Background: an optimization exercise with open tools, aiming at small area, a short achievable clock period and few clock cycles. Do not read the settings as production practice.
Where RTL was checked, it was by simulation tests only, not by an equivalence proof against the original.
Only the layout flow was run in runs 2, 4 and 5; the RTL was not checked for function there.
Power is estimated from default activity; no workload was simulated.

File: flow/flow/run.sh
#!/bin/bash
# The standard layout, with plain buffers instead of delay cells on the ports,
# and timing repair aimed at a shorter period than the clock's.
set -euo pipefail
export BUFFER_PORTS_ARGS="-buffer_cell sky130_fd_sc_hd__buf_2"
export SETUP_SLACK_MARGIN=7.8
bash standard.sh > standard.log 2>&1
File: flow/standard.sh
#!/bin/bash
# synth_recipe.tcl (not shown) runs the flow's synth.tcl, then flattens the netlist and writes it again
# the make line also repeats each setting of config.mk as NAME=value (left out here)
make -C /OpenROAD-flow-scripts/flow DESIGN_CONFIG=/design/flow/config.mk WORK_HOME=/design/flow/orfs CLKGATE_MAP_FILE= SYNTH_SCRIPT=/design/flow/synth_recipe.tcl "${@:-finish}"
File: flow/config.mk
export PLATFORM = sky130hd
export DESIGN_NAME = SimpleCPU
export DESIGN_NICKNAME = SimpleCPU
export VERILOG_FILES = /design/flow/design.v
export SDC_FILE = /design/flow/constraint.sdc
export NUM_CORES = 4
export LEC_CHECK = 0
export ABC_AREA = 1
export CAP_MARGIN = 20
export CORE_MARGIN = 2
export CORE_UTILIZATION = 40
export SLEW_MARGIN = 20
File: flow/constraint.sdc
create_clock -name core_clock -period 11.0 [get_ports {clk}]
set_input_delay 2.2000 -clock core_clock [delete_from_list [all_inputs] [get_ports {clk}]]
set_output_delay 2.2000 -clock core_clock [all_outputs]
set_load 0.01 [all_outputs]
File: flow/design.v
module SimpleCPU(clk, rst, data_fromRAM, wrEn, addr_toRAM, data_toRAM);
input clk, rst;
input wire [31:0] data_fromRAM;
output reg wrEn;
output reg [9:0] addr_toRAM;
output reg [31:0] data_toRAM;    
localparam S_F0  = 4'd0,   
           S_F1  = 4'd1,   
           S_2   = 4'd2,   
           S_3   = 4'd3,   
           S_4   = 4'd4,   
           S_5   = 4'd5,   
           S_IT  = 4'd6,   
           S_J   = 4'd7,   
           S_BR  = 4'd8,   
           S_NFX = 4'd9,   
           S_NFL = 4'd10,  
           S_NFH = 4'd11;  
localparam OP_ADD = 4'd0, OP_ADDi = 4'd1, OP_NAND = 4'd2, OP_NANDi = 4'd3,
           OP_SRL = 4'd4, OP_SRLi = 4'd5, OP_LT = 4'd6, OP_LTi = 4'd7,
           OP_CP = 4'd8, OP_CPi = 4'd9, OP_CPI = 4'd10, OP_CPIi = 4'd11,
           OP_BZJ = 4'd12, OP_BZJi = 4'd13, OP_MUL = 4'd14, OP_MULi = 4'd15;
reg [3:0]  state;
reg        hz;           
reg [9:0]  pc;
reg [3:0]  op;
reg [9:0]  fa;           
reg [31:0] r2;           
reg [31:0] r3;           
reg        g32;          
reg        bz;           
reg        az;           
wire [31:0] d  = data_fromRAM;
wire [31:0] r1 = data_toRAM;
wire [9:0]  pc1 = pc + 10'd1;
wire st_f1  = state == S_F1;
wire st_2   = state == S_2;
wire st_3   = state == S_3;
wire st_4   = state == S_4;
wire st_5   = state == S_5;
wire st_it  = state == S_IT;
wire st_j   = state == S_J;
wire st_br  = state == S_BR;
wire st_nfx = state == S_NFX;
wire st_nfl = state == S_NFL;
wire st_nf  = state == S_NFX || state == S_NFL || state == S_NFH;
wire op_mul  = op[3:1] == 3'b111;
wire op_alu  = ~op[3];                  
wire op_imm  = op[0];
wire op_srl  = op[3:1] == 3'b010;
wire [32:0] sum;
add32 adder (.a(r1), .b(r2), .s(sum));
wire        lt   = sum[32];
wire        srl_last = g32 | (r2[4:1] == 4'd0);
wire        srl_nz   = ~g32 & (r2[4:0] != 5'd0);
wire r3hz = (r3[31:1] == 31'd0);
wire r2lz = (r2[30:0] == 31'd0);
wire r2z  = r2lz & ~r2[31];
wire mul_last = r3hz | r2lz;
wire jz   = st_j & az;
wire take = (st_f1 & ~hz) | (st_br & ~bz) | jz;
reg [3:0] state_n;
reg       nf;            
always @(*) begin
	nf = 1'b0;
	state_n = state;
	case (state)
	S_F0: state_n = S_F1;
	S_F1: state_n = hz ? S_F0 : S_2;
	S_2:  if (op == OP_CPi) begin nf = 1'b1; state_n = S_NFX; end    
	      else if (op == OP_CP) begin nf = 1'b1; state_n = S_NFL; end
	      else state_n = S_3;
	S_3:  case (op)
		OP_ADDi, OP_NANDi, OP_LTi: begin nf = 1'b1; state_n = S_NFX; end
		OP_SRLi: if (srl_last) begin nf = 1'b1; state_n = S_NFX; end
		         else state_n = S_IT;
		OP_MULi: state_n = S_IT;
		OP_BZJi: state_n = S_J;
		OP_CPIi: begin nf = 1'b1; state_n = S_NFL; end
		OP_CPI: state_n = S_5;
		default: state_n = S_4;  
	      endcase
	S_4:  case (op)
		OP_SRL: state_n = S_IT;
		OP_MUL: if (r2z) begin nf = 1'b1; state_n = S_NFH; end
		        else state_n = S_IT;
		OP_BZJ: state_n = S_BR;
		default: begin nf = 1'b1; state_n = S_NFX; end  
	      endcase
	S_5:  begin nf = 1'b1; state_n = S_NFL; end
	S_IT: if (op[3] ? mul_last : srl_last) begin nf = 1'b1; state_n = S_NFH; end
	S_J:  state_n = jz ? S_2 : S_F0;
	S_BR: state_n = bz ? S_F1 : S_2;
	S_NFX, S_NFL, S_NFH: state_n = S_F1;
	default: state_n = S_F0;
	endcase
end
wire nf_bzj = st_3 & (op == OP_BZJ);
wire pc_inc = nf | nf_bzj;
wire pc_jmp = ~pc_inc & (st_j | (st_br & bz));
wire pc_keep = ~pc_inc & ~pc_jmp;
wire a_pc1 = pc_inc;
wire a_a   = take & d[28];
wire a_ind = (take & ~d[28]) | (st_3 & (op == OP_CPI)) | (st_4 & (op == OP_BZJ));
wire a_b   = ~pc_inc & st_2 & op[0];
wire a_sum = ~take & st_j;                                  
wire a_fa  = ~(a_a | a_pc1 | a_b | a_ind | a_sum);           
always @(posedge clk) begin
	if (rst) begin
		state <= S_F0;
		pc <= 10'd0;
		addr_toRAM <= 10'd0;
		wrEn <= 1'b0;
		hz <= 1'b0;
	end else begin
		state <= state_n;
		wrEn <= st_nf;
		hz <= st_nf & (fa == pc);
		pc <= ({10{pc_inc}} & pc1) | ({10{pc_jmp}} & sum[9:0]) | ({10{pc_keep}} & pc);
		addr_toRAM <= ({10{a_a}} & d[23:14]) | ({10{a_pc1}} & pc1) | ({10{a_b}} & r2[9:0]) |
		              ({10{a_ind}} & d[9:0]) | ({10{a_sum}} & sum[9:0]) | ({10{a_fa}} & fa);
	end
end
wire op_lt   = ~op[3] & op[2] & op[1];
wire sel_zero = (st_2 & (op_mul | op == OP_BZJ | op == OP_CPi)) | ((st_nfx | st_it) & op_srl & g32);
wire sel_nd   = (op[0] ? st_3 : st_4) & op_lt;
wire sel_d    = (st_3 & ((op_alu & op[0] & ~op_lt) | op == OP_BZJi)) |
                (st_4 & op_alu & ~op[0] & ~op_lt) | st_nfl;
wire sel_sum  = (st_nfx & op[2:1] == 2'b00) | (st_it & op[3] & r3[0]);
wire sel_nand = st_nfx & op[2:1] == 2'b01;
wire sel_lt   = st_nfx & op[2:1] == 2'b11;
wire sel_shr  = (st_nfx | st_it) & op_srl & srl_nz;
wire r1_en = sel_zero | sel_nd | sel_d | sel_sum | sel_nand | sel_lt | sel_shr;
wire [31:0] r1_n = ({32{sel_d}} & d) |
                   ({32{sel_nd}} & ~d) | ({32{sel_sum}} & sum[31:0]) |
                   ({32{sel_nand}} & ~(r1 & r2)) | {31'd0, sel_lt & lt} |
                   ({32{sel_shr}} & {1'b0, r1[31:1]});
wire s2_imm = take;
wire mswap  = st_4 & (op == OP_MUL) & (r2[31:12] == 20'd0);
wire s2_d   = (st_3 & (op_mul | (op_alu & ~op[0]))) | (st_4 & ((op == OP_BZJ) | mswap));
wire s2_shl = st_it & op[3];
wire s2_dec = st_it & ~op[3] & srl_nz;
wire s2_keep = ~(s2_imm | s2_d | s2_shl | s2_dec);
wire [31:0] r2_n = ({32{s2_d}} & d) | ({32{s2_imm}} & {18'd0, d[13:0]}) |
                   ({32{s2_shl}} & {r2[30:0], 1'b0}) |
                   ({32{s2_dec}} & {r2[31:5], r2[4:0] - 5'd1}) |
                   ({32{s2_keep}} & r2);
wire fa_cpii = st_3 & (op == OP_CPIi);
wire fa_keep = ~(take | fa_cpii);
always @(posedge clk) begin
	op <= ({4{take}} & d[31:28]) | ({4{~take}} & op);
	fa <= ({10{take}} & d[23:14]) | ({10{fa_cpii}} & d[9:0]) | ({10{fa_keep}} & fa);
	data_toRAM <= r1_n | ({32{~r1_en}} & r1);
	r2 <= r2_n;
	g32 <= (take & |d[13:5]) | (st_3 & ~op[0] & |d[31:5]) | (~take & ~(st_3 & ~op[0]) & g32);
	bz  <= (st_3 & (d == 32'd0)) | (~st_3 & bz);
	az  <= (st_3 & (d[9:0] == 10'd0)) | (~st_3 & az);
	r3 <= ({32{st_4 & ~mswap}} & d) | ({32{mswap}} & r2) | ({32{st_3}} & {18'd0, r2[13:0]}) |
	      ({32{~st_3 & ~st_4}} & {1'b0, r3[31:1]});
end
endmodule
module add32(input [31:0] a, input [31:0] b, output [32:0] s);
  wire [31:0] p0 = a ^ b, g0 = a & b;
  wire [31:0] g1, p1, g2, p2, g3, p3, g4, p4, g5, p5, c;
  genvar i;
  generate for (i = 0; i < 32; i = i + 1) begin : l1
    if (i % 2 == 1) begin
      assign g1[i] = g0[i] | p0[i] & g0[i-1]; assign p1[i] = p0[i] & p0[i-1];
    end else begin
      assign g1[i] = g0[i]; assign p1[i] = p0[i];
    end
  end endgenerate
  generate for (i = 0; i < 32; i = i + 1) begin : l2
    if (i % 4 == 3) begin
      assign g2[i] = g1[i] | p1[i] & g1[i-2]; assign p2[i] = p1[i] & p1[i-2];
    end else begin
      assign g2[i] = g1[i]; assign p2[i] = p1[i];
    end
  end endgenerate
  generate for (i = 0; i < 32; i = i + 1) begin : l3
    if (i % 8 == 7) begin
      assign g3[i] = g2[i] | p2[i] & g2[i-4]; assign p3[i] = p2[i] & p2[i-4];
    end else begin
      assign g3[i] = g2[i]; assign p3[i] = p2[i];
    end
  end endgenerate
  generate for (i = 0; i < 32; i = i + 1) begin : l4
    if (i % 16 == 15) begin
      assign g4[i] = g3[i] | p3[i] & g3[i-8]; assign p4[i] = p3[i] & p3[i-8];
    end else begin
      assign g4[i] = g3[i]; assign p4[i] = p3[i];
    end
  end endgenerate
  generate for (i = 0; i < 32; i = i + 1) begin : l5
    if (i == 31) begin
      assign g5[i] = g4[i] | p4[i] & g4[i-16]; assign p5[i] = p4[i] & p4[i-16];
    end else begin
      assign g5[i] = g4[i]; assign p5[i] = p4[i];
    end
  end endgenerate
  generate for (i = 0; i < 32; i = i + 1) begin : dn
    if (i == 0 || i == 1 || i == 3 || i == 7 || i == 15 || i == 31)
      assign c[i] = g5[i];
    else if (i == 23)
      assign c[i] = g5[i] | p5[i] & c[15];
    else if (i % 8 == 7)
      assign c[i] = g5[i] | p5[i] & c[i-8];
    else if (i % 4 == 3)
      assign c[i] = g5[i] | p5[i] & c[i-4];
    else if (i % 2 == 1)
      assign c[i] = g5[i] | p5[i] & c[i-2];
    else
      assign c[i] = g0[i] | p0[i] & c[i-1];
  end endgenerate
  assign s[0] = p0[0];
  generate for (i = 1; i < 32; i = i + 1) begin : so
    assign s[i] = p0[i] ^ c[i-1];
  end endgenerate
  assign s[32] = c[31];
endmodule
==> results of run 1 <==
[metrics by stage]
stage / instance area [um2] / hold slack (ns) / cells / utilization / setup WS, ns
after global routing: 9960 / 0.505 / 1496 / 0.461 / 7.77
final: 9960 / 0.477 / 1496 / 0.461 / 7.82
after floorplan: 8720 / 0.450 / 1144 / - / 7.98
after detailed placement: 9240 / 0.467 / 1462 / 0.427 / 7.25
after global placement: 9240 / 0.463 / 1462 / 0.427 / 7.35
after CTS: 9850 / 0.476 / 1494 / 0.456 / 7.79
[worst paths after layout]
| check | start | end | slack (ns) | cells past startpoint |
|---|---|---|---|---|
| max | data_toRAM[0] | data_toRAM[0] | 7.82 | 1 |
| min | r3[18] | r3[17] | 0.48 | 2 |
| max reg2reg | r2[0] | data_toRAM[30] | 7.95 | 18 |
| min reg2reg | r3[18] | r3[17] | 0.48 | 2 |
[synth_stat cells (all sizes together) (24+ instances only)]
cell,number
ha,35
nand2,167
inv,192
o21ai,77
nand4,26
nor2,98
nand3,38
buf,25
dfxtp,133
o221ai,24
nor3,27
a21oi,44
o22ai,76
a22oi,39
[cell families (layout without fill, tap and decap cells)]
logic type      Yosys count  count (layout)  share of synthesized area
buf+inv                 237             309                      0.111
simple gates            370             370                      0.205
compound gates          317             317                      0.241
xor+xnor                 30              30                     0.0301
flops                   139             139                      0.326
fa+ha+maj                51              51                     0.0870
[per-layer routing]
metal | track usage | vias up | share of wire
met5 | 0 | - | 0
met4 | 0.0917 | 0 | 0.025
met3 | 0.0401 | 51 | 0.071
met2 | 0.397 | 387 | 0.45
met1 | 0.368 | 4161 | 0.46
li1 | - | 4094 | -
[where the power goes]
group	total (mW)	internal [mW]	switching, mW
Combinational	1.38	0.512	0.872
Sequential	0.900	0.712	0.187
Clock	0.559	0.319	0.240
Total	2.84	1.54	1.30
[flip-flops by register name, indices dropped and copies added (netlist names), named ones only]
signal / flops
hz: 1
fa: 10
r2: 32
g32: 1
wrEn: 1
state: 4
addr_toRAM: 10
r3: 32
pc: 10
data_toRAM: 32
[cell type report]
class	count	area, um2
Clock buffer	19	453
Clock inverter	11	95.1
Fill cell	2210	11700
Tap cell	280	350
Timing Repair Buffer	84	440
Multi-Input combinational cell	768	5020
Sequential cell	139	2860
Inverter	195	742
[what timing repair did]
action / 4_1_cts / 5_1_grt
hold endpoints to repair: 0 / 0
buffers inserted: 2 / 2
setup endpoints to repair: 43 / 19
resized for setup: 20 / 25
pin swaps: 2 / 8
==> impl_results.rst, run 1 <==
.. list-table::
   :header-rows: 1

   * - Metric
     - Value
   * - Crit path cell chain
     - buf_2
   * - Post-Syn Area per Cell
     - approximately 7.6 um2
   * - Pin slew with the least headroom to its limit
     - roughly 1 ns
   * - Element type at the critical path end
     - output pin
   * - Total design power
     - around 2.8 mW
   * - Effective utilization at floorplan
     - 0.403
   * - Startpoint class of the critical path
     - flip-flop
   * - Count of max-cap constraint violations
     - 0
   * - Cell count after synthesis
     - 1144
   * - Top-Level Pins
     - between 70 and 80
   * - Number of vias per cell after detailed routing
     - around 5.8
   * - Final weighted congestion in routability-driven placement
     - between 0.8 and 0.9
   * - Die Width
     - around 150 um
   * - Clock tree root driver cell
     - sky130_fd_sc_hd__clkbuf_16
   * - Result of the run
     - finished clean
   * - Summed instance area of the synthesized netlist
     - 8720 um2
   * - Bufs on Longest Clock Path
     - 2
   * - Placeable Area
     - between 20000 and 25000 um2
   * - Number of global-route vias before repair
     - ~8200
   * - WP data required
     - between 8 and 9 ns
   * - Vias
     - slightly below 9000
   * - Number of port buffers
     - 76
   * - Proportion of netlist area held by the largest area contributor
     - 0.305
   * - Clock latency on the worst-skew pair
     - 0.44 ns
   * - Endpoint arrival time on the critical path
     - approximately 0.98 ns
   * - Standby leakage power
     - roughly 4.3 nW
   * - Final period demand of the worst path
     - about 3.2 ns
   * - Cts-stage hold buffer count
     - 0
   * - Seq cells post-synth
     - 139
   * - Library cell with the largest summed area after synthesis
     - sky130_fd_sc_hd__dfxtp_1
   * - DRT Wirelength
     - about 29000 um
   * - Die height
     - roughly 150 um
   * - Number of standard-cell rows in the floorplan
     - between 50 and 60
   * - Unrepaired setup endpoints after global routing
     - true
   * - H-tree depth
     - 4
   * - Layout cells sized above 1
     - 0.180
   * - Final #Nets
     - 1290
   * - Number of buffers inserted during clock tree synthesis
     - 17
   * - Count of antenna diodes in the layout
     - 0
   * - Routed len/inst
     - around 20 um
   * - Clock tree from TritonCTS
     - yes
   * - Max Transition Viols Final
     - 0
   * - Final Setup Violations
     - 0
   * - Maximum net fanout on the critical path
     - 3
   * - Slowest cell on the critical path
     - sky130_fd_sc_hd__dfxtp_2
   * - Area growth, synth to finish
     - 14.3%
   * - Count of warnings emitted by yosys
     - 1
   * - Commonest non-fill, non-tap cell in the layout
     - sky130_fd_sc_hd__inv_1
   * - Total Routing Usage GR
     - 0.259
   * - Total number of clock tree sinks
     - roughly 140
   * - Final period utilization
     - 0.289
   * - Hold violation count in the final report
     - 0
   * - Leading cell types in the layout, fill and taps excluded
     - sky130_fd_sc_hd__inv_1, sky130_fd_sc_hd__nand2_1, sky130_fd_sc_hd__dfxtp_1, sky130_fd_sc_hd__nor2_1
   * - First-pass DRT Iterations
     - 5
   * - Worst setup path class
     - flip-flop to output pin
   * - Setup TNS
     - 0 ns
   * - CP peak stage delay
     - roughly 0.37 ns
   * - Share of the yosys chip area belonging to registers
     - 0.326
   * - Worst hold path type
     - flip-flop to flip-flop
   * - Leftover overflow at the end of global routing
     - 0
   * - Number of DRC markers in iteration 0
     - between 700 and 800
   * - Number of nets produced by synthesis
     - 1229
   * - Cell type group with the largest total delay on the critical path
     - flip-flops
   * - Detail Placement HPWL
     - 21100 um
   * - Synth top area cells
     - sky130_fd_sc_hd__dfxtp_1, sky130_fd_sc_hd__inv_1, sky130_fd_sc_hd__nand2_1
   * - First-pass GRT wire length
     - around 46000 um
   * - Residual DRC count
     - 0
   * - Die footprint
     - around 23000 um2
   * - Setup skew after layout
     - ~0.013 ns
   * - Leading register cell type out of synthesis
     - sky130_fd_sc_hd__dfxtp_1
   * - Maximum number of pins on one net before global-route repair
     - 33
   * - Share of flip-flops with an asynchronous set or reset after synthesis
     - 0
   * - Power Density
     - ~290 nW/um2
   * - Worst-path clk slew
     - roughly 0.060 ns
   * - Number of buffer and inverter stages on the critical path
     - 1
   * - Detail Route Antenna Nets
     - 0
   * - Maximum vdd ir drop
     - around 150 uV
   * - Number of enable flip-flop cells after synthesis
     - 6
   * - Count of unique library cells instantiated by Yosys
     - 56
   * - Initial antenna violation count
     - 0
   * - Worst-case headroom to the max-slew limit
     - 0.315
   * - Fmax
     - ~310 MHz
Testbench counts, summed over its fixed seeds: cycles 245,510.
==> run 2: changes to the inputs <==
--- a/flow/design.v
+++ b/flow/design.v
@@ -137,6 +137,5 @@
                    ({32{sel_shr}} & {1'b0, r1[31:1]});
 wire s2_imm = take;
-wire mswap  = st_4 & (op == OP_MUL) & (r2[31:12] == 20'd0);
-wire s2_d   = (st_3 & (op_mul | (op_alu & ~op[0]))) | (st_4 & ((op == OP_BZJ) | mswap));
+wire s2_d   = (st_3 & (op_mul | (op_alu & ~op[0]))) | (st_4 & (op == OP_BZJ));
 wire s2_shl = st_it & op[3];
 wire s2_dec = st_it & ~op[3] & srl_nz;
@@ -156,5 +155,5 @@
 	bz  <= (st_3 & (d == 32'd0)) | (~st_3 & bz);
 	az  <= (st_3 & (d[9:0] == 10'd0)) | (~st_3 & az);
-	r3 <= ({32{st_4 & ~mswap}} & d) | ({32{mswap}} & r2) | ({32{st_3}} & {18'd0, r2[13:0]}) |
+	r3 <= ({32{st_4}} & d) | ({32{st_3}} & {18'd0, r2[13:0]}) |
 	      ({32{~st_3 & ~st_4}} & {1'b0, r3[31:1]});
 end
==> run 2 against run 1 <==
Effect of this change:
- utilization rose by 1.8 points
- combinational power is 3% lower
- register-to-register slack lost 0.03 ns
- clock power is 9.8% higher
- area after synthesis fell by 4.9%
- non-clock buffer count up 5
- first-iteration DRC count increased by 8.9%
- wire length shrank 4.5%
- clock-buffer cell count fell by 1
- cell count is 1.5% lower
- hold slack lost 0.018 ns
- global-route usage fell by 0.35 points
- critical path type unchanged
- critical endpoint is now data_toRAM[29]
- highest routed layer unchanged
==> impl_results.rst, run 2 <==
.. list-table::
   :header-rows: 1

   * - Metric
     - Value
   * - Result of the run
     - finished clean
   * - Area growth, synth to finish
     - 17.3%
   * - Xor and xnor area share after synthesis
     - 0.0328 (+0.00262)
   * - Power Density
     - 291 nW/um2 (+2.1%)
   * - Combinational family with the most area after synthesis
     - compound AO/OA/AOI/OAI gates
   * - Non-Filler Cell Area, Final
     - 9720 um2 (-2.4%)
   * - Worst-case setup margin in the final layout
     - 7.81 ns (-0.00540 ns)
   * - Max Transition Viols Final
     - 0 (unchanged)
   * - Maximum number of pins on one net before global-route repair
     - 34 (+3.0%)
   * - Switching component of the power
     - 1.26 mW (-3.0%)
   * - Library cell with the largest summed area after synthesis
     - sky130_fd_sc_hd__dfxtp_1
   * - Clock group share of total power
     - 0.217 (+0.020)
   * - Worst-path clk slew
     - 0.06 ns (about the same)
   * - Seq cells post-synth
     - 139 (unchanged)
   * - Total Routing Usage GR
     - 0.255 (-0.00347)
   * - Fin util
     - 0.479 (+0.0180)
   * - Setup skew after layout
     - 0.0126 ns (+0.0000574 ns)
   * - Total design power
     - 2.83 mW (-0.41%)
   * - Leading cell types in the layout, fill and taps excluded
     - sky130_fd_sc_hd__nand2_1, sky130_fd_sc_hd__inv_1, sky130_fd_sc_hd__dfxtp_1, sky130_fd_sc_hd__nor2_1, sky130_fd_sc_hd__buf_2
   * - Die footprint
     - 21900 um2 (-4.8%)
   * - Count of max-cap constraint violations
     - 0 (unchanged)
   * - Power Internal
     - 1.57 mW (+1.7%)
   * - Number of global-route vias before repair
     - 7886 (-3.4%)
   * - Pin slew with the least headroom to its limit
     - 0.948 ns (-0.0768 ns)
   * - Number of buffer and inverter stages on the critical path
     - 1 (unchanged)
   * - Number of non-filler instances in the completed layout
     - 1473 (-1.5%)
   * - Count of warnings emitted by yosys
     - 1 (unchanged)
   * - Count of unique library cells instantiated by Yosys
     - 45 (-20%)
   * - Slowest cell on the critical path
     - sky130_fd_sc_hd__dfxtp_1
   * - Fmax
     - 314 MHz (-0.17%)
   * - Die Width
     - 148 um (-2.4%)
   * - Worst setup path class
     - flip-flop to output pin
   * - Number of buffers inserted during clock tree synthesis
     - 17 (unchanged)
   * - Mux contribution to synthesized area
     - 0 (unchanged)
   * - Net switching share of the total power
     - 0.445 (-0.0117)
   * - Summed instance area of the synthesized netlist
     - 8290 um2 (-4.9%)
   * - CP peak stage delay
     - 0.40 ns (+0.03 ns)
   * - Commonest non-fill, non-tap cell in the layout
     - sky130_fd_sc_hd__nand2_1
   * - Share of flip-flops with an asynchronous set or reset after synthesis
     - 0 (unchanged)
   * - Standby leakage power
     - 4.28 nW (-0.30%)
   * - Detail Route Antenna Nets
     - 0 (unchanged)
   * - Number of enable flip-flop cells after synthesis
     - 6 (unchanged)
   * - Worst-case headroom to the max-slew limit
     - 0.366 (+0.0510)
   * - Routed len/inst
     - 19.0 um (-3.0%)
   * - Layout cells sized above 1
     - 0.150 (-0.0296)
   * - Unrepaired setup endpoints after global routing
     - true
   * - Cell type group with the largest total delay on the critical path
     - flip-flops
   * - Post-place setup slack
     - 7.29 ns (+0.0352 ns)
   * - Number of vias per cell after detailed routing
     - 5.68 (-2.2%)
   * - Residual DRC count
     - 0 (unchanged)
   * - Clock tree root driver cell
     - sky130_fd_sc_hd__clkbuf_16
   * - Element type at the critical path end
     - output pin
   * - Compound-gate portion of the synthesized area
     - 0.236 (-0.00490)
   * - Combinational share of power
     - 0.472 (-0.015)
   * - Synth top area cells
     - sky130_fd_sc_hd__dfxtp_1, sky130_fd_sc_hd__nand2_1, sky130_fd_sc_hd__inv_1
   * - Maximum vdd ir drop
     - 128 uV (-13%)
   * - Worst slack on hold paths
     - 0.458 ns (-0.0185 ns)
   * - Flop pwr share
     - 0.311 (-0.005)
   * - Biggest registers after layout
     - data_toRAM x32, r2 x32, r3 x32
   * - Endpoint arrival time on the critical path
     - 0.99 ns (about the same)
   * - Clock tree from TritonCTS
     - yes
   * - Hold violation count in the final report
     - 0 (unchanged)
   * - Number of standard-cell rows in the floorplan
     - 52 (-3.7%)
   * - First-pass GRT wire length
     - 43900 um (-3.6%)
   * - Count of antenna diodes in the layout
     - 0 (unchanged)
   * - Filler cells
     - 2104 (-4.8%)
   * - Startpoint class of the critical path
     - flip-flop
   * - Commonest cells in the netlist
     - sky130_fd_sc_hd__nand2_1, sky130_fd_sc_hd__inv_1, sky130_fd_sc_hd__dfxtp_1, sky130_fd_sc_hd__nor2_1, sky130_fd_sc_hd__o21ai_0
   * - Final #Nets
     - 1275 (-1.2%)
   * - Top-count cell post-synth
     - sky130_fd_sc_hd__nand2_1
   * - Leftover overflow at the end of global routing
     - 0 (unchanged)
   * - H-tree depth
     - 4 (unchanged)
   * - Synth Area in Simple Gates
     - 0.197 (-0.00796)
   * - Detail Placement HPWL
     - 20200 um (-4.3%)
   * - Cell count after synthesis
     - 1122 (-1.9%)
   * - Post-Syn Area per Cell
     - 7.39 um2 (-3.1%)
   * - Area after detailed placement
     - 8890 um2 (-3.8%)
   * - Number of DRC markers in iteration 0
     - 853 (+8.9%)
   * - Initial antenna violation count
     - 0 (unchanged)
   * - Effective utilization at floorplan
     - 0.408 (+0.00510)
   * - Cts-stage hold buffer count
     - 0 (unchanged)
   * - Share of the yosys chip area belonging to registers
     - 0.343 (+0.0169)
   * - Top-Level Pins
     - 77 (unchanged)
   * - Crit path cell chain
     - buf_2
   * - Number of port buffers
     - 76 (unchanged)
   * - Setup TNS
     - 0 ns (unchanged)
   * - Number of nets produced by synthesis
     - 1207 (-1.8%)
   * - Clock latency on the worst-skew pair
     - 0.43 ns (about the same)
   * - Final weighted congestion in routability-driven placement
     - 0.925 (+4.4%)
   * - Worst hold path type
     - flip-flop to flip-flop
   * - First-pass DRT Iterations
     - 5 (unchanged)
   * - Total number of clock tree sinks
     - 139 (unchanged)
   * - Die height
     - 148 um (-2.4%)
   * - Final period utilization
     - 0.290 (+0.000491)
   * - Adder-cell share of the synthesized area
     - 0.0915 (+0.00451)
   * - Proportion of netlist area held by the largest area contributor
     - 0.321 (+0.0158)
   * - Placed instance count
     - 1436 (-1.8%)
   * - Vias
     - 8372 (-3.7%)
   * - Bufs on Longest Clock Path
     - 2 (unchanged)
   * - Maximum net fanout on the critical path
     - 3 (unchanged)
   * - Placeable Area
     - 20300 um2 (-6.1%)
   * - WP data required
     - 8.80 ns (about the same)
   * - DRT Wirelength
     - 28000 um (-4.5%)
   * - Final Setup Violations
     - 0 (unchanged)
   * - Leading register cell type out of synthesis
     - sky130_fd_sc_hd__dfxtp_1
   * - Final period demand of the worst path
     - 3.19 ns (+0.00540 ns)
-- run 2: timing repair --
| item | in CTS | in global routing |
|---|---|---|
| setup endpoints to repair | 76 | 26 |
| buffers inserted | 2 | 3 |
| gates cloned | 0 | 0 |
| pin swaps | 2 | 13 |
| resized for setup | 22 | 35 |
| hold endpoints to repair | 0 | 0 |
-- run 2: worst paths after layout --
path              cells after the start        endpoint      startpoint  slack, ns
setup / recovery                      1  data_toRAM[29]  data_toRAM[29]       7.81
hold / removal                        2          r3[22]          r3[23]       0.46
setup reg to reg                     18  data_toRAM[22]   data_toRAM[0]       7.92
hold reg to reg                       2          r3[22]          r3[23]       0.46
-- run 2: per-layer routing --
layer | track usage | routed length (um)
met1 | 0.367 | 13100
met3 | 0.0503 | 2090
met4 | 0.0643 | 484
met2 | 0.394 | 12200
met5 | 0 | 0
-- run 2: cells by family (layout without fill, tap and decap cells) --
group,after synthesis,count (layout)
AOI/OAI and AO/OA,305,305
xor gates and xnor gates,31,31
adders and majority gates,51,51
buffers and inverters,212,293
DFF,139,139
and+or+nand+nor,384,384
-- run 2: power groups by stage --
| stage | clock, mW | combinational, mW | sequential [mW] |
|---|---|---|---|
| after floorplan | 0 | 0.856 | 0.863 |
| after global placement | 0 | 1.24 | 0.882 |
| after detailed placement | 0 | 1.24 | 0.879 |
| after CTS | 0.623 | 1.27 | 0.873 |
| after global routing | 0.642 | 1.48 | 0.905 |
| final | 0.614 | 1.34 | 0.880 |
-- run 2: cell type report --
cell class	count	area (um2)	share of cell area
clock buffer	18	439	0.0452
clock inverter	14	181	0.0187
inverter	172	652	0.0671
multi-input combinational	771	4750	0.489
sequential	139	2860	0.294
tap	270	338	0.0348
timing repair buffer	89	492	0.0506
==> run 3: changes to the inputs <==
--- a/flow/design.v
+++ b/flow/design.v
@@ -16,5 +16,7 @@
            S_NFX = 4'd9,   
            S_NFL = 4'd10,  
-           S_NFH = 4'd11;  
+           S_NFH = 4'd11,  
+           S_BT  = 4'd12,  
+           S_BJ  = 4'd13;  
 localparam OP_ADD = 4'd0, OP_ADDi = 4'd1, OP_NAND = 4'd2, OP_NANDi = 4'd3,
            OP_SRL = 4'd4, OP_SRLi = 4'd5, OP_LT = 4'd6, OP_LTi = 4'd7,
@@ -42,4 +44,6 @@
 wire st_j   = state == S_J;
 wire st_br  = state == S_BR;
+wire st_bt  = state == S_BT;
+wire st_bj  = state == S_BJ;
 wire st_nfx = state == S_NFX;
 wire st_nfl = state == S_NFL;
@@ -79,4 +83,5 @@
 		OP_CPIi: begin nf = 1'b1; state_n = S_NFL; end
 		OP_CPI: state_n = S_5;
+		OP_BZJ: state_n = S_BR;
 		default: state_n = S_4;  
 	      endcase
@@ -85,5 +90,4 @@
 		OP_MUL: if (r2z) begin nf = 1'b1; state_n = S_NFH; end
 		        else state_n = S_IT;
-		OP_BZJ: state_n = S_BR;
 		default: begin nf = 1'b1; state_n = S_NFX; end  
 	      endcase
@@ -91,16 +95,18 @@
 	S_IT: if (op[3] ? mul_last : srl_last) begin nf = 1'b1; state_n = S_NFH; end
 	S_J:  state_n = jz ? S_2 : S_F0;
-	S_BR: state_n = bz ? S_F1 : S_2;
+	S_BR: state_n = bz ? S_BT : S_2;
+	S_BT: state_n = S_BJ;
+	S_BJ: state_n = S_F1;
 	S_NFX, S_NFL, S_NFH: state_n = S_F1;
 	default: state_n = S_F0;
 	endcase
 end
-wire nf_bzj = st_3 & (op == OP_BZJ);
+wire nf_bzj = st_2 & (op == OP_BZJ);
 wire pc_inc = nf | nf_bzj;
-wire pc_jmp = ~pc_inc & (st_j | (st_br & bz));
+wire pc_jmp = ~pc_inc & (st_j | st_bj);
 wire pc_keep = ~pc_inc & ~pc_jmp;
 wire a_pc1 = pc_inc;
 wire a_a   = take & d[28];
-wire a_ind = (take & ~d[28]) | (st_3 & (op == OP_CPI)) | (st_4 & (op == OP_BZJ));
+wire a_ind = (take & ~d[28]) | (st_3 & (op == OP_CPI)) | st_bt;
 wire a_b   = ~pc_inc & st_2 & op[0];
 wire a_sum = ~take & st_j;                                  
@@ -137,5 +143,6 @@
                    ({32{sel_shr}} & {1'b0, r1[31:1]});
 wire s2_imm = take;
-wire s2_d   = (st_3 & (op_mul | (op_alu & ~op[0]))) | (st_4 & (op == OP_BZJ));
+wire mswap  = st_4 & (op == OP_MUL) & (r2[31:12] == 20'd0);
+wire s2_d   = (st_3 & (op_mul | (op_alu & ~op[0]))) | (st_4 & mswap) | st_bt;
 wire s2_shl = st_it & op[3];
 wire s2_dec = st_it & ~op[3] & srl_nz;
@@ -155,5 +162,5 @@
 	bz  <= (st_3 & (d == 32'd0)) | (~st_3 & bz);
 	az  <= (st_3 & (d[9:0] == 10'd0)) | (~st_3 & az);
-	r3 <= ({32{st_4}} & d) | ({32{st_3}} & {18'd0, r2[13:0]}) |
+	r3 <= ({32{st_4 & ~mswap}} & d) | ({32{mswap}} & r2) | ({32{st_3}} & {18'd0, r2[13:0]}) |
 	      ({32{~st_3 & ~st_4}} & {1'b0, r3[31:1]});
 end
--- a/flow/flow/run.sh
+++ b/flow/flow/run.sh
@@ -4,4 +4,4 @@
 set -euo pipefail
 export BUFFER_PORTS_ARGS="-buffer_cell sky130_fd_sc_hd__buf_2"
-export SETUP_SLACK_MARGIN=7.8
+export SETUP_SLACK_MARGIN=7.75
 bash standard.sh > standard.log 2>&1
==> run 3 against run 2 <==
Effect of this change:
- wire length is 3.9% higher
- global-route usage rose by 0.79 points
- clock-buffer cell count is 5 higher
- largest cell class unchanged
- still clean on timing, DRC and antenna
- critical path type unchanged
- final area about the same
- first-iteration DRC count shrank 8.1%
- sequential share of layout area hardly changed
- clock skew decreased by 0.0015 ns
- flip-flop and latch count is the same
- via count grew 3.4%
- non-clock buffer count shrank 6
- die area rose by 2.5%
- maximum frequency fell by 0.83%
==> impl_results.rst, run 3 <==
.. list-table::
   :header-rows: 1

   * - Metric
     - Value
   * - Element type at the critical path end
     - output pin
   * - Setup skew after layout
     - 0.0111 ns (-0.00153 ns)
   * - Bufs on Longest Clock Path
     - 2 (unchanged)
   * - Die Width
     - 150 um (+1.3%)
   * - Worst hold path type
     - flip-flop to flip-flop
   * - Synth top area cells
     - sky130_fd_sc_hd__dfxtp_1, sky130_fd_sc_hd__nand2_1, sky130_fd_sc_hd__inv_1
   * - Leftover overflow at the end of global routing
     - 0 (unchanged)
   * - Slowest cell on the critical path
     - sky130_fd_sc_hd__dfxtp_1
   * - Detail Placement HPWL
     - 20900 um (+3.8%)
   * - Endpoint arrival time on the critical path
     - 1.01 ns (+0.02 ns)
   * - Vias
     - 8658 (+3.4%)
   * - H-tree depth
     - 4 (unchanged)
   * - Number of standard-cell rows in the floorplan
     - 53 (+1.9%)
   * - Count of warnings emitted by yosys
     - 1 (unchanged)
   * - Number of port buffers
     - 76 (unchanged)
   * - DRT Wirelength
     - 29100 um (+3.9%)
   * - Area of the multi-input gates
     - 4890 um2 (+2.9%)
   * - Clock tree from TritonCTS
     - yes
   * - Clock latency on the worst-skew pair
     - 0.43 ns (about the same)
   * - Cell count after synthesis
     - 1173 (+4.5%)
   * - Maximum net fanout on the critical path
     - 4 (+1)
   * - Routed len/inst
     - 19.1 um (+0.41%)
   * - Number of buffer and inverter stages on the critical path
     - 1 (unchanged)
   * - Final weighted congestion in routability-driven placement
     - 0.922 (-0.32%)
   * - Number of nets produced by synthesis
     - 1258 (+4.2%)
   * - Worst reg2reg startpoint
     - data_toRAM[0]
   * - Count of unique library cells instantiated by Yosys
     - 49 (+8.9%)
   * - Unrepaired setup endpoints after global routing
     - true
   * - FF/Latch Area
     - 2860 um2 (about the same)
   * - Die footprint
     - 22400 um2 (+2.5%)
   * - Die height
     - 150 um (+1.3%)
   * - Number of buffers inserted during clock tree synthesis
     - 17 (unchanged)
   * - Number of global-route vias before repair
     - 8221 (+4.2%)
   * - CP peak stage delay
     - 0.41 ns (about the same)
   * - Final #Nets
     - 1321 (+3.6%)
   * - Effective utilization at floorplan
     - 0.406 (-0.00244)
   * - Final period demand of the worst path
     - 3.21 ns (+0.0266 ns)
   * - Layout cells sized above 1
     - 0.144 (-0.00634)
   * - Worst-path clk slew
     - 0.06 ns (about the same)
   * - Maximum vdd ir drop
     - 124 uV (-3.2%)
   * - Max Transition Viols Final
     - 0 (unchanged)
   * - Detail Route Antenna Nets
     - 0 (unchanged)
   * - Top-Level Pins
     - 77 (unchanged)
   * - Initial antenna violation count
     - 1 (+1)
   * - Setup TNS
     - 0 ns (unchanged)
   * - Cell type group with the largest total delay on the critical path
     - flip-flops
   * - Final Setup Violations
     - 0 (unchanged)
   * - Clock tree root driver cell
     - sky130_fd_sc_hd__clkbuf_16
   * - Residual DRC count
     - 0 (unchanged)
   * - Share of the yosys chip area belonging to registers
     - 0.334 (-0.00873)
   * - Hold violation count in the final report
     - 0 (unchanged)
   * - First-pass DRT Iterations
     - 6 (+1)
   * - Result of the run
     - finished clean
   * - Commonest cells in the netlist
     - sky130_fd_sc_hd__nand2_1, sky130_fd_sc_hd__inv_1, sky130_fd_sc_hd__nor2_1, sky130_fd_sc_hd__dfxtp_1, sky130_fd_sc_hd__o21ai_0
   * - Share of flip-flops with an asynchronous set or reset after synthesis
     - 0 (unchanged)
   * - Count of antenna diodes in the layout
     - 0 (unchanged)
   * - Proportion of netlist area held by the largest area contributor
     - 0.313 (-0.00818)
   * - Library cell with the largest summed area after synthesis
     - sky130_fd_sc_hd__dfxtp_1
   * - Min-Delay Startpoint
     - r3[29]
   * - Area after detailed placement
     - 9100 um2 (+2.4%)
   * - Start point of the critical path
     - data_toRAM[4]
   * - Placeable Area
     - 21000 um2 (+3.2%)
   * - First-pass GRT wire length
     - 45500 um (+3.6%)
   * - Commonest non-fill, non-tap cell in the layout
     - sky130_fd_sc_hd__nand2_1
   * - Area growth, synth to finish
     - 14.3%
   * - Final period utilization
     - 0.292 (+0.00242)
   * - Startpoint class of the critical path
     - flip-flop
   * - Worst setup path class
     - flip-flop to output pin
   * - Maximum number of pins on one net before global-route repair
     - 34 (unchanged)
   * - Biggest registers after layout
     - data_toRAM x32, r2 x32, r3 x32
   * - Cts-stage hold buffer count
     - 0 (unchanged)
   * - Placed instance count
     - 1491 (+3.8%)
   * - Standby leakage power
     - 4.31 nW (+0.62%)
   * - Seq cells post-synth
     - 139 (unchanged)
   * - Number of vias per cell after detailed routing
     - 5.68 (about the same)
   * - Worst-case headroom to the max-slew limit
     - 0.343 (-0.0237)
   * - Summed instance area of the synthesized netlist
     - 8500 um2 (+2.6%)
   * - Total number of clock tree sinks
     - 139 (unchanged)
   * - Non-Filler Cell Area, Final
     - 9720 um2 (about the same)
   * - Top-count cell post-synth
     - sky130_fd_sc_hd__nand2_1
   * - Number of DRC markers in iteration 0
     - 784 (-8.1%)
   * - WP data required
     - 8.80 ns (about the same)
   * - Power Density
     - 287 nW/um2 (-1.4%)
   * - Crit path cell chain
     - buf_2
   * - Post-Syn Area per Cell
     - 7.25 um2 (-1.8%)
   * - Total Routing Usage GR
     - 0.263 (+0.00794)
   * - Number of enable flip-flop cells after synthesis
     - 6 (unchanged)
   * - Number of non-filler instances in the completed layout
     - 1524 (+3.5%)
   * - Fmax
     - 311 MHz (-0.83%)
   * - Count of max-cap constraint violations
     - 0 (unchanged)
   * - Filler cells
     - 2221 (+5.6%)
   * - Leading cell types in the layout, fill and taps excluded
     - sky130_fd_sc_hd__nand2_1, sky130_fd_sc_hd__inv_1, sky130_fd_sc_hd__nor2_1, sky130_fd_sc_hd__dfxtp_1, sky130_fd_sc_hd__buf_2
   * - Pin slew with the least headroom to its limit
     - 0.977 ns (+0.0294 ns)
   * - Leading register cell type out of synthesis
     - sky130_fd_sc_hd__dfxtp_1
[run 3: layer usage]
layer,up-vias,GRT usage,part of all wire
li1,4152,-,-
met1,4093,0.365,0.45
met2,345,0.411,0.44
met3,68,0.0463,0.077
met4,0,0.0915,0.028
met5,-,0,0
[run 3: kinds of logic (layout without fill, tap and decap cells)]
kind of cell / Yosys count / count (layout) / share of synthesized area
buffers and inverters: 211 / 287 / 0.0968
DFF: 139 / 139 / 0.334
xor gates and xnor gates: 28 / 28 / 0.0288
AOI/OAI and AO/OA: 305 / 305 / 0.230
and+or+nand+nor: 439 / 439 / 0.221
adders and majority gates: 51 / 51 / 0.0892
[run 3: path summary, 6_finish.rpt]
kind,end,slack [ns],cells past startpoint
hold reg to reg,r3[28],0.46,2
setup / recovery,data_toRAM[4],7.79,1
setup reg to reg,data_toRAM[22],7.90,17
hold / removal,r3[28],0.46,2
[run 3: power breakdown]
| part | leakage, nW | internal, mW | switching, mW |
|---|---|---|---|
| clock | 0.260 | 0.306 | 0.235 |
| sequential | 1.16 | 0.716 | 0.187 |
| combinational | 2.90 | 0.482 | 0.865 |
| total | 4.31 | 1.50 | 1.29 |
[run 3: timing repair]
| action | 4_1_cts | 5_1_grt |
|---|---|---|
| resized for setup | 8 | 21 |
| pin swaps | 0 | 7 |
| buffers inserted | 0 | 1 |
| endpoints found under the setup margin | 19 | 32 |
[run 3: cell type report]
class,count,share of cell area
Sequential cell,139,0.294
Tap cell,275,0.0354
Clock inverter,9,0.00657
Inverter,172,0.0664
Clock buffer,23,0.0492
Multi-Input combinational cell,823,0.504
Timing Repair Buffer,83,0.0445
[run 3: through the flow]
step / setup WS, ns / utilization / hold WS (ns) / power, mW
after global routing: 7.75 / 0.464 / 0.488 / 3.00
after CTS: 7.75 / 0.461 / 0.473 / 2.76
after global placement: 7.34 / 0.434 / 0.446 / 2.20
after floorplan: 7.96 / - / 0.429 / 1.79
final: 7.79 / 0.464 / 0.465 / 2.79
after detailed placement: 7.30 / 0.434 / 0.456 / 2.20
Testbench counts of run 3, summed over its fixed seeds: cycles 242,726.
==> run 4: changes to the inputs <==
--- a/flow/design.v
+++ b/flow/design.v
@@ -87,5 +87,6 @@
 	      endcase
 	S_4:  case (op)
-		OP_SRL: state_n = S_IT;
+		OP_SRL: if (srl_last) begin nf = 1'b1; state_n = S_NFX; end    
+		        else state_n = S_IT;
 		OP_MUL: if (r2z) begin nf = 1'b1; state_n = S_NFH; end
 		        else state_n = S_IT;
==> run 4 against run 3 <==
Effect of this change:
- still clean on timing, DRC and antenna
- clock skew is 0.0010 ns higher
- sequential power is 0.9% lower
- power is 4.3% higher
==> impl_results.rst, run 4 <==
.. list-table::
   :header-rows: 1

   * - Metric
     - Value
   * - Startpoint class of the critical path
     - flip-flop
   * - Worst slack on hold paths
     - 0.477 ns (+0.0119 ns)
   * - Capture point of the worst reg-to-reg path
     - data_toRAM[30]
   * - Final Setup Violations
     - 0 (unchanged)
   * - Worst reg-to-reg path cell count
     - 18 (+1)
   * - Crit path cell chain
     - buf_2
   * - Total number of clock tree sinks
     - 139 (unchanged)
   * - Final period utilization
     - 0.294 (+0.00155)
   * - Die Width
     - 149 um (-0.26%)
   * - Routed wire length on met2
     - 13800 um (+7.6%)
   * - Die footprint
     - 22300 um2 (-0.53%)
   * - Total design power
     - 2.91 mW (+4.3%)
   * - Final period demand of the worst path
     - 3.23 ns (+0.0171 ns)
   * - Commonest cells in the netlist
     - sky130_fd_sc_hd__inv_1, sky130_fd_sc_hd__nand2_1, sky130_fd_sc_hd__dfxtp_1, sky130_fd_sc_hd__nor2_1, sky130_fd_sc_hd__o22ai_1
   * - Routed len/inst
     - 20.3 um (+6.3%)
   * - Hold violation count in the final report
     - 0 (unchanged)
   * - Synth top area cells
     - sky130_fd_sc_hd__dfxtp_1, sky130_fd_sc_hd__inv_1, sky130_fd_sc_hd__nand2_1
   * - Cell type group with the largest total delay on the critical path
     - flip-flops
   * - Clock latency on the worst-skew pair
     - 0.43 ns (about the same)
   * - Initial antenna violation count
     - 0 (-1)
   * - Detail Route Antenna Nets
     - 0 (unchanged)
   * - Count of unique library cells instantiated by Yosys
     - 50 (+2.0%)
   * - M1 wire length
     - 13000 um (-0.90%)
   * - First-pass GRT wire length
     - 47000 um (+3.3%)
   * - Maximum number of pins on one net before global-route repair
     - 33 (-2.9%)
   * - Worst hold path type
     - flip-flop to flip-flop
   * - Leading cell types in the layout, fill and taps excluded
     - sky130_fd_sc_hd__inv_1, sky130_fd_sc_hd__nand2_1, sky130_fd_sc_hd__dfxtp_1, sky130_fd_sc_hd__nor2_1, sky130_fd_sc_hd__buf_2
   * - Number of nets produced by synthesis
     - 1222 (-2.9%)
   * - Number of port buffers
     - 76 (unchanged)
   * - Unrepaired setup endpoints after global routing
     - false
   * - DRT Wirelength
     - 30200 um (+4.1%)
   * - Count of warnings emitted by yosys
     - 1 (unchanged)
   * - Total Routing Usage GR
     - 0.273 (+0.0103)
   * - Number of standard-cell rows in the floorplan
     - 53 (unchanged)
   * - Die height
     - 149 um (-0.26%)
   * - Cts-stage hold buffer count
     - 0 (unchanged)
   * - Setup TNS
     - 0 ns (unchanged)
   * - Area after detailed placement
     - 9050 um2 (-0.47%)
   * - Max Transition Viols Final
     - 0 (unchanged)
   * - Number of vias per cell after detailed routing
     - 5.91 (+4.1%)
   * - Path length in cells of the critical path
     - 1 (unchanged)
   * - Number of buffer and inverter stages on the critical path
     - 1 (unchanged)
   * - Count of antenna diodes in the layout
     - 0 (unchanged)
   * - Share of flip-flops with an asynchronous set or reset after synthesis
     - 0 (unchanged)
   * - Pin slew with the least headroom to its limit
     - 0.880 ns (-0.0973 ns)
   * - Worst setup path class
     - flip-flop to output pin
   * - Detail Placement HPWL
     - 21600 um (+3.2%)
   * - Final weighted congestion in routability-driven placement
     - 0.961 (+4.2%)
   * - Detail Route met3 WL
     - 2670 um (+20%)
   * - H-tree depth
     - 4 (unchanged)
   * - Endpoint arrival time on the critical path
     - 1.03 ns (+0.02 ns)
   * - Power Density
     - 295 nW/um2 (+2.7%)
   * - WP data required
     - 8.80 ns (about the same)
   * - Vias
     - 8829 (+2.0%)
   * - Final #Nets
     - 1291 (-2.3%)
   * - Post-Syn Area per Cell
     - 7.44 um2 (+2.6%)
   * - CP peak stage delay
     - 0.43 ns (+0.02 ns)
   * - Result of the run
     - finished clean
   * - Maximum vdd ir drop
     - 161 uV (+30%)
   * - Summed instance area of the synthesized netlist
     - 8460 um2 (-0.54%)
   * - Standby leakage power
     - 4.42 nW (+2.4%)
   * - Proportion of netlist area held by the largest area contributor
     - 0.315 (+0.00171)
   * - Number of global-route vias before repair
     - 8537 (+3.8%)
   * - Bufs on Longest Clock Path
     - 2 (unchanged)
   * - Clock tree root driver cell
     - sky130_fd_sc_hd__clkbuf_16
   * - Number of DRC markers in iteration 0
     - 1050 (+34%)
   * - Biggest registers after layout
     - data_toRAM x32, r2 x32, r3 x32
   * - Slowest cell on the critical path
     - sky130_fd_sc_hd__dfxtp_1
   * - Residual DRC count
     - 0 (unchanged)
   * - First-pass DRT Iterations
     - 5 (-1)
   * - Layout cells sized above 1
     - 0.146 (+0.00203)
   * - Top-count cell post-synth
     - sky130_fd_sc_hd__inv_1
   * - Leading register cell type out of synthesis
     - sky130_fd_sc_hd__dfxtp_1
   * - R2r setup slk
     - 7.91 ns (about the same)
   * - Worst-path clk slew
     - 0.06 ns (about the same)
   * - Worst reg2reg startpoint
     - data_toRAM[0]
   * - Leftover overflow at the end of global routing
     - 0 (unchanged)
   * - Setup skew after layout
     - 0.0121 ns (+0.00105 ns)
   * - Number of enable flip-flop cells after synthesis
     - 6 (unchanged)
   * - Element type at the critical path end
     - output pin
   * - Start point of the critical path
     - data_toRAM[28]
   * - Maximum net fanout on the critical path
     - 4 (unchanged)
   * - Count of max-cap constraint violations
     - 0 (unchanged)
   * - Top-Level Pins
     - 77 (unchanged)
   * - Placeable Area
     - 20900 um2 (-0.32%)
   * - Fmax
     - 310 MHz (-0.53%)
   * - Highest metal used
     - met4
   * - Clock tree from TritonCTS
     - yes
   * - Number of buffers inserted during clock tree synthesis
     - 17 (unchanged)
   * - Non-Filler Cell Area, Final
     - 9870 um2 (+1.6%)
   * - Library cell with the largest summed area after synthesis
     - sky130_fd_sc_hd__dfxtp_1
   * - Seq cells post-synth
     - 139 (unchanged)
   * - Share of the yosys chip area belonging to registers
     - 0.336 (+0.00183)
   * - Effective utilization at floorplan
     - 0.405 (-0.000928)
   * - Commonest non-fill, non-tap cell in the layout
     - sky130_fd_sc_hd__inv_1
   * - Cell count after synthesis
     - 1137 (-3.1%)
   * - Area growth, synth to finish
     - 16.7%
   * - Worst setup path endpoint
     - data_toRAM[28]
   * - Worst-case headroom to the max-slew limit
     - 0.413 (+0.0702)
==> run 4: cell types whose count changed in the layout (fill, tap and decap cells not counted), sizes merged, moves of 7 or more <==
cell     change
a31oi       +11
a211oi      -11
nand3       +10
a221oi      +13
o22ai       +12
o2111ai      -9
o221ai      +28
nor2        -50
nand2       -17
inv         +20
o21ai       -33
a21oi        -9
buf          +7
==> run 4: power by group <==
group          internal (mW)  switching (mW)  leakage (nW)
combinational          0.505           0.913          2.96
sequential             0.713           0.182          1.16
clock                  0.365           0.234         0.297
==> run 4: layout make-up <==
class	count	area (um2)
fill	2115	11000
multi-input combinational	764	4840
sequential	139	2860
inverter	194	734
clock buffer	22	495
timing repair buffer	90	493
tap	275	344
clock inverter	9	109
==> run 4: how the worst min path moves through the flow <==
| stage | to | start | depth (start not counted) |
|---|---|---|---|
| 3_5_place_dp | r3[30] | r3[31] | 2 |
| 4_1_cts | r3[25] | r3[26] | 2 |
| 6_report | r3[25] | r3[26] | 2 |
| 5_1_grt | r3[10] | r3[11] | 2 |
| 2_1_floorplan | r3[30] | r3[31] | 2 |
| 3_3_place_gp | r3[30] | r3[31] | 2 |
==> run 4: logic make-up (layout without fill, tap and decap cells) <==
kind of cell | count (synthesis) | count (layout) | share of synthesized area
AOI/OAI and AO/OA | 307 | 307 | 0.241
and+or+nand+nor | 387 | 387 | 0.205
DFF | 139 | 139 | 0.336
buffers and inverters | 234 | 315 | 0.108
xor gates and xnor gates | 19 | 19 | 0.0197
adders and majority gates | 51 | 51 | 0.0897
==> run 4: timing repair <==
action / 4_1_cts / 5_1_grt
setup endpoints to repair: 35 / 12
setup buffers: 2 / 6
gates resized for setup: 15 / 23
pin swaps: 4 / 16
cloned: 0 / 0
==> run 4: tightest hold or removal path: stages, from the launching register on <==
cell                      delay (ns)
sky130_fd_sc_hd__dfxtp_1        0.30
sky130_fd_sc_hd__inv_1          0.06
sky130_fd_sc_hd__o22ai_1        0.08
==> run 4: metrics by stage <==
step / setup slack, ns / std cells / utilization
floorplan: 7.93 / 1137 / -
global route: 7.73 / 1493 / 0.472
CTS: 7.73 / 1486 / 0.466
global placement: 7.18 / 1453 / 0.433
detailed placement: 7.26 / 1453 / 0.433
finish: 7.77 / 1493 / 0.472
==> run 4: per-layer routing <==
| metal | up-vias | track usage |
|---|---|---|
| met3 | 52 | 0.0557 |
| met1 | 4177 | 0.371 |
| li1 | 4113 | - |
| met2 | 487 | 0.433 |
| met4 | 0 | 0.0952 |
| met5 | - | 0 |
==> run 5: changes to the inputs <==
--- a/flow/flow/run.sh
+++ b/flow/flow/run.sh
@@ -4,4 +4,4 @@
 set -euo pipefail
 export BUFFER_PORTS_ARGS="-buffer_cell sky130_fd_sc_hd__buf_2"
-export SETUP_SLACK_MARGIN=7.75
+export SETUP_SLACK_MARGIN=7.8
 bash standard.sh > standard.log 2>&1
==> run 5 against run 4 <==
Effect of this change:
- synthesized cell count unchanged
- cell count hardly changed
- die area did not move
- critical path type unchanged
==> impl_results.rst, run 5 <==
.. list-table::
   :header-rows: 1

   * - Metric
     - Value
   * - Result of the run
     - finished clean
   * - Maximum net fanout on the critical path
     - 3 (-1)
   * - Final period demand of the worst path
     - 3.18 ns (-0.0495 ns)
   * - Leading register cell type out of synthesis
     - sky130_fd_sc_hd__dfxtp_1
   * - Standby leakage power
     - 4.42 nW (about the same)
   * - Detail Route Antenna Nets
     - 0 (unchanged)
   * - Layout cells sized above 1
     - 0.154 (+0.00821)
   * - Number of DRC markers in iteration 0
     - 914 (-13%)
   * - Commonest non-fill, non-tap cell in the layout
     - sky130_fd_sc_hd__inv_1
   * - Final period utilization
     - 0.289 (-0.00450)
   * - Element type at the critical path end
     - output pin
   * - First-pass GRT wire length
     - 47000 um (unchanged)
   * - Die footprint
     - 22300 um2 (unchanged)
   * - Maximum number of pins on one net before global-route repair
     - 33 (unchanged)
   * - Number of buffers inserted during clock tree synthesis
     - 17 (unchanged)
   * - R2r setup slk
     - 7.91 ns (about the same)
   * - Final #Nets
     - 1291 (unchanged)
   * - Endpoint arrival time on the critical path
     - 0.98 ns (-0.05 ns)
   * - Capture point of the worst reg-to-reg path
     - data_toRAM[15]
   * - Placeable Area
     - 20900 um2 (unchanged)
   * - Final Setup Violations
     - 0 (unchanged)
   * - Post-Syn Area per Cell
     - 7.44 um2 (unchanged)
   * - Number of vias per cell after detailed routing
     - 5.92 (about the same)
   * - Crit path cell chain
     - buf_2
   * - Pin slew with the least headroom to its limit
     - 0.872 ns (-0.00815 ns)
   * - Worst reg2reg startpoint
     - data_toRAM[0]
   * - Hold violation count in the final report
     - 0 (unchanged)
   * - Clock latency on the worst-skew pair
     - 0.43 ns (about the same)
   * - Total number of clock tree sinks
     - 139 (unchanged)
   * - Top-count cell post-synth
     - sky130_fd_sc_hd__inv_1
   * - Number of nets produced by synthesis
     - 1222 (unchanged)
   * - Commonest cells in the netlist
     - sky130_fd_sc_hd__inv_1, sky130_fd_sc_hd__nand2_1, sky130_fd_sc_hd__dfxtp_1, sky130_fd_sc_hd__nor2_1, sky130_fd_sc_hd__o22ai_1
   * - Worst reg-to-reg path cell count
     - 15 (-3)
   * - Count of warnings emitted by yosys
     - 1 (unchanged)
   * - Cell count after synthesis
     - 1137 (unchanged)
   * - Startpoint class of the critical path
     - flip-flop
   * - Setup skew after layout
     - 0.0144 ns (+0.00231 ns)
   * - Library cell with the largest summed area after synthesis
     - sky130_fd_sc_hd__dfxtp_1
   * - DRT Wirelength
     - 30300 um (+0.22%)
   * - Number of global-route vias before repair
     - 8537 (unchanged)
   * - Clock tree root driver cell
     - sky130_fd_sc_hd__clkbuf_16
   * - Share of the yosys chip area belonging to registers
     - 0.336 (unchanged)
   * - Setup TNS
     - 0 ns (unchanged)
   * - Biggest registers after layout
     - data_toRAM x32, r2 x32, r3 x32
   * - Seq cells post-synth
     - 139 (unchanged)
   * - First-pass DRT Iterations
     - 5 (unchanged)
   * - WP data required
     - 8.80 ns (about the same)
   * - Min-Delay Startpoint
     - r3[26]
   * - Leftover overflow at the end of global routing
     - 0 (unchanged)
   * - Worst-case headroom to the max-slew limit
     - 0.418 (+0.00544)
   * - Clock tree from TritonCTS
     - yes
   * - Top-Level Pins
     - 77 (unchanged)
   * - H-tree depth
     - 4 (unchanged)
   * - Summed instance area of the synthesized netlist
     - 8460 um2 (unchanged)
   * - CP peak stage delay
     - 0.39 ns (-0.04 ns)
   * - Die Width
     - 149 um (unchanged)
   * - Count of unique library cells instantiated by Yosys
     - 50 (unchanged)
   * - Count of max-cap constraint violations
     - 0 (unchanged)
   * - Bufs on Longest Clock Path
     - 2 (unchanged)
   * - Routed len/inst
     - 20.3 um (+0.15%)
   * - Power Density
     - 296 nW/um2 (+0.21%)
   * - Effective utilization at floorplan
     - 0.405 (unchanged)
   * - Unrepaired setup endpoints after global routing
     - true
   * - Number of standard-cell rows in the floorplan
     - 53 (unchanged)
   * - Worst hold path type
     - flip-flop to flip-flop
   * - Worst setup path class
     - flip-flop to output pin
   * - Maximum vdd ir drop
     - 161 uV (+0.18%)
   * - Leading cell types in the layout, fill and taps excluded
     - sky130_fd_sc_hd__inv_1, sky130_fd_sc_hd__nand2_1, sky130_fd_sc_hd__dfxtp_1, sky130_fd_sc_hd__nor2_1, sky130_fd_sc_hd__buf_2
   * - Number of buffer and inverter stages on the critical path
     - 1 (unchanged)
   * - Final weighted congestion in routability-driven placement
     - 0.961 (unchanged)
   * - Area growth, synth to finish
     - 17.0%
   * - Cell type group with the largest total delay on the critical path
     - flip-flops
   * - Proportion of netlist area held by the largest area contributor
     - 0.315 (unchanged)
   * - Die height
     - 149 um (unchanged)
   * - Number of enable flip-flop cells after synthesis
     - 6 (unchanged)
   * - Synth top area cells
     - sky130_fd_sc_hd__dfxtp_1, sky130_fd_sc_hd__inv_1, sky130_fd_sc_hd__nand2_1
   * - Share of flip-flops with an asynchronous set or reset after synthesis
     - 0 (unchanged)
   * - Fmax
     - 314 MHz (+1.6%)
   * - Total design power
     - 2.93 mW (+0.47%)
   * - WHS Path Cells
     - 2 (unchanged)
   * - Worst-case hold path end point
     - r3[25]
   * - Detail Placement HPWL
     - 21600 um (unchanged)
   * - Slowest cell on the critical path
     - sky130_fd_sc_hd__dfxtp_1
   * - Residual DRC count
     - 0 (unchanged)
   * - Worst-path clk slew
     - 0.06 ns (about the same)
   * - Total Routing Usage GR
     - 0.273 (unchanged)
   * - Initial antenna violation count
     - 0 (unchanged)
   * - Vias
     - 8838 (+0.10%)
   * - Number of port buffers
     - 76 (unchanged)
   * - Max Transition Viols Final
     - 0 (unchanged)
run 5: how the worst max path moves through the flow:
stage | start | end | slack, ns | cells past startpoint
after floorplan | data_toRAM[0] | data_toRAM[22] | 7.93 | 16
after global placement | data_fromRAM[2] | flip-flop | 7.18 | 6
after detailed placement | data_fromRAM[2] | flip-flop | 7.26 | 6
after CTS | data_toRAM[1] | data_toRAM[1] | 7.81 | 1
after global routing | data_toRAM[0] | data_toRAM[30] | 7.72 | 18
final | data_toRAM[17] | data_toRAM[17] | 7.82 | 1
run 5: cell families after synthesis:
family,share of synthesized area
compound gates,0.241
xor+xnor,0.0197
fa+ha+maj,0.0897
buf+inv,0.108
flops,0.336
simple gates,0.205
run 5: routing by layer:
metal / vias up / global-route usage / routed length (um)
li1: 4116 / - / -
met1: 4210 / 0.371 / 13200
met2: 438 / 0.433 / 13800
met3: 74 / 0.0557 / 2450
met4: 0 / 0.0952 / 831
met5: - / 0 / 0
run 5: cell type report:
| class | instances | area (um2) |
|---|---|---|
| Tap cell | 275 | 344 |
| Antenna cell | 1 | 2.50 |
| Fill cell | 2114 | 11000 |
| Multi-Input combinational cell | 764 | 4850 |
| Clock inverter | 9 | 109 |
| Inverter | 194 | 734 |
| Timing Repair Buffer | 90 | 493 |
| Sequential cell | 139 | 2870 |
| Clock buffer | 22 | 495 |
run 5: power by group:
part	switching (mW)	internal (mW)	leakage, nW	total [mW]
Combinational	0.919	0.508	2.96	1.43
Clock	0.236	0.365	0.297	0.600
Sequential	0.183	0.715	1.16	0.898
run 5: worst reg2reg max path: stages (launching register included):
cell	delay, ns
sky130_fd_sc_hd__dfxtp_4	0.37
sky130_fd_sc_hd__ha_4	0.13
sky130_fd_sc_hd__inv_1	0.05
sky130_fd_sc_hd__fa_2	0.39
sky130_fd_sc_hd__nand3b_1	0.18
sky130_fd_sc_hd__nand3_2	0.11
sky130_fd_sc_hd__a31oi_4	0.11
sky130_fd_sc_hd__o21ai_4	0.19
sky130_fd_sc_hd__buf_4	0.14
sky130_fd_sc_hd__inv_1	0.06
sky130_fd_sc_hd__o21bai_1	0.19
sky130_fd_sc_hd__a31oi_1	0.13
sky130_fd_sc_hd__fa_2	0.36
sky130_fd_sc_hd__xnor2_1	0.15
sky130_fd_sc_hd__a221oi_2	0.24
sky130_fd_sc_hd__o221ai_1	0.15
run 5: per-stage QoR:
step / std cells / util / instance area (um2) / hold WS, ns / setup slack [ns]
after CTS: 1486 / 0.467 / 9750 / 0.479 / 7.81
after global routing: 1493 / 0.474 / 9890 / 0.507 / 7.72
after detailed placement: 1453 / 0.433 / 9050 / 0.459 / 7.26
final: 1494 / 0.474 / 9900 / 0.477 / 7.82
after floorplan: 1137 / - / 8460 / 0.429 / 7.93
after global placement: 1453 / 0.433 / 9050 / 0.454 / 7.18
run 5: timing repair:
action / in CTS / in global routing
gates resized for setup: 24 / 24
pin swaps: 4 / 13
hold buffers: 0 / 0
setup endpoints to repair: 42 / 16
setup buffers: 2 / 6

==> static timing again, ports no longer ideal <==
In the flow no input, the clock included, has a driving cell. The finished layouts below were timed again as built, in two steps. Step 1 assumes that a clkbuf_16 drives the clock port and a buf_2 every other input. Step 2 times the ports against the registers' clock, not the clock port: input delays grow and output delays shrink by t, the midpoint of the rising clock arrivals with the driver on. Three values: ideal ports, drivers, drivers and shift; two values: the first two.
run	t, ns	setup WS [ns]	hold slack, ns	worst slew at a driven data input, ns	cell pins on the clock port's net
run 1	0.485	7.819 / 7.771 / 7.445	0.477 / 0.477 / 0.477	0.03	1
run 2	0.470	7.813 / 7.769 / 7.444	0.458 / 0.458 / 0.458	0.03	1
run 3	0.477	7.787 / 7.736 / 7.481	0.465 / 0.465 / 0.465	0.06	1
run 4	0.471	7.770 / 7.722 / 7.410	0.477 / 0.477 / 0.477	0.06	1
run 5	0.473	7.819 / 7.772 / 7.405	0.477 / 0.477 / 0.477	0.06	1
After both steps every run listed still meets setup and hold. The setup slack of run 5, which loses most, moves by -0.047 ns with the drivers and by -0.414 ns with both steps.
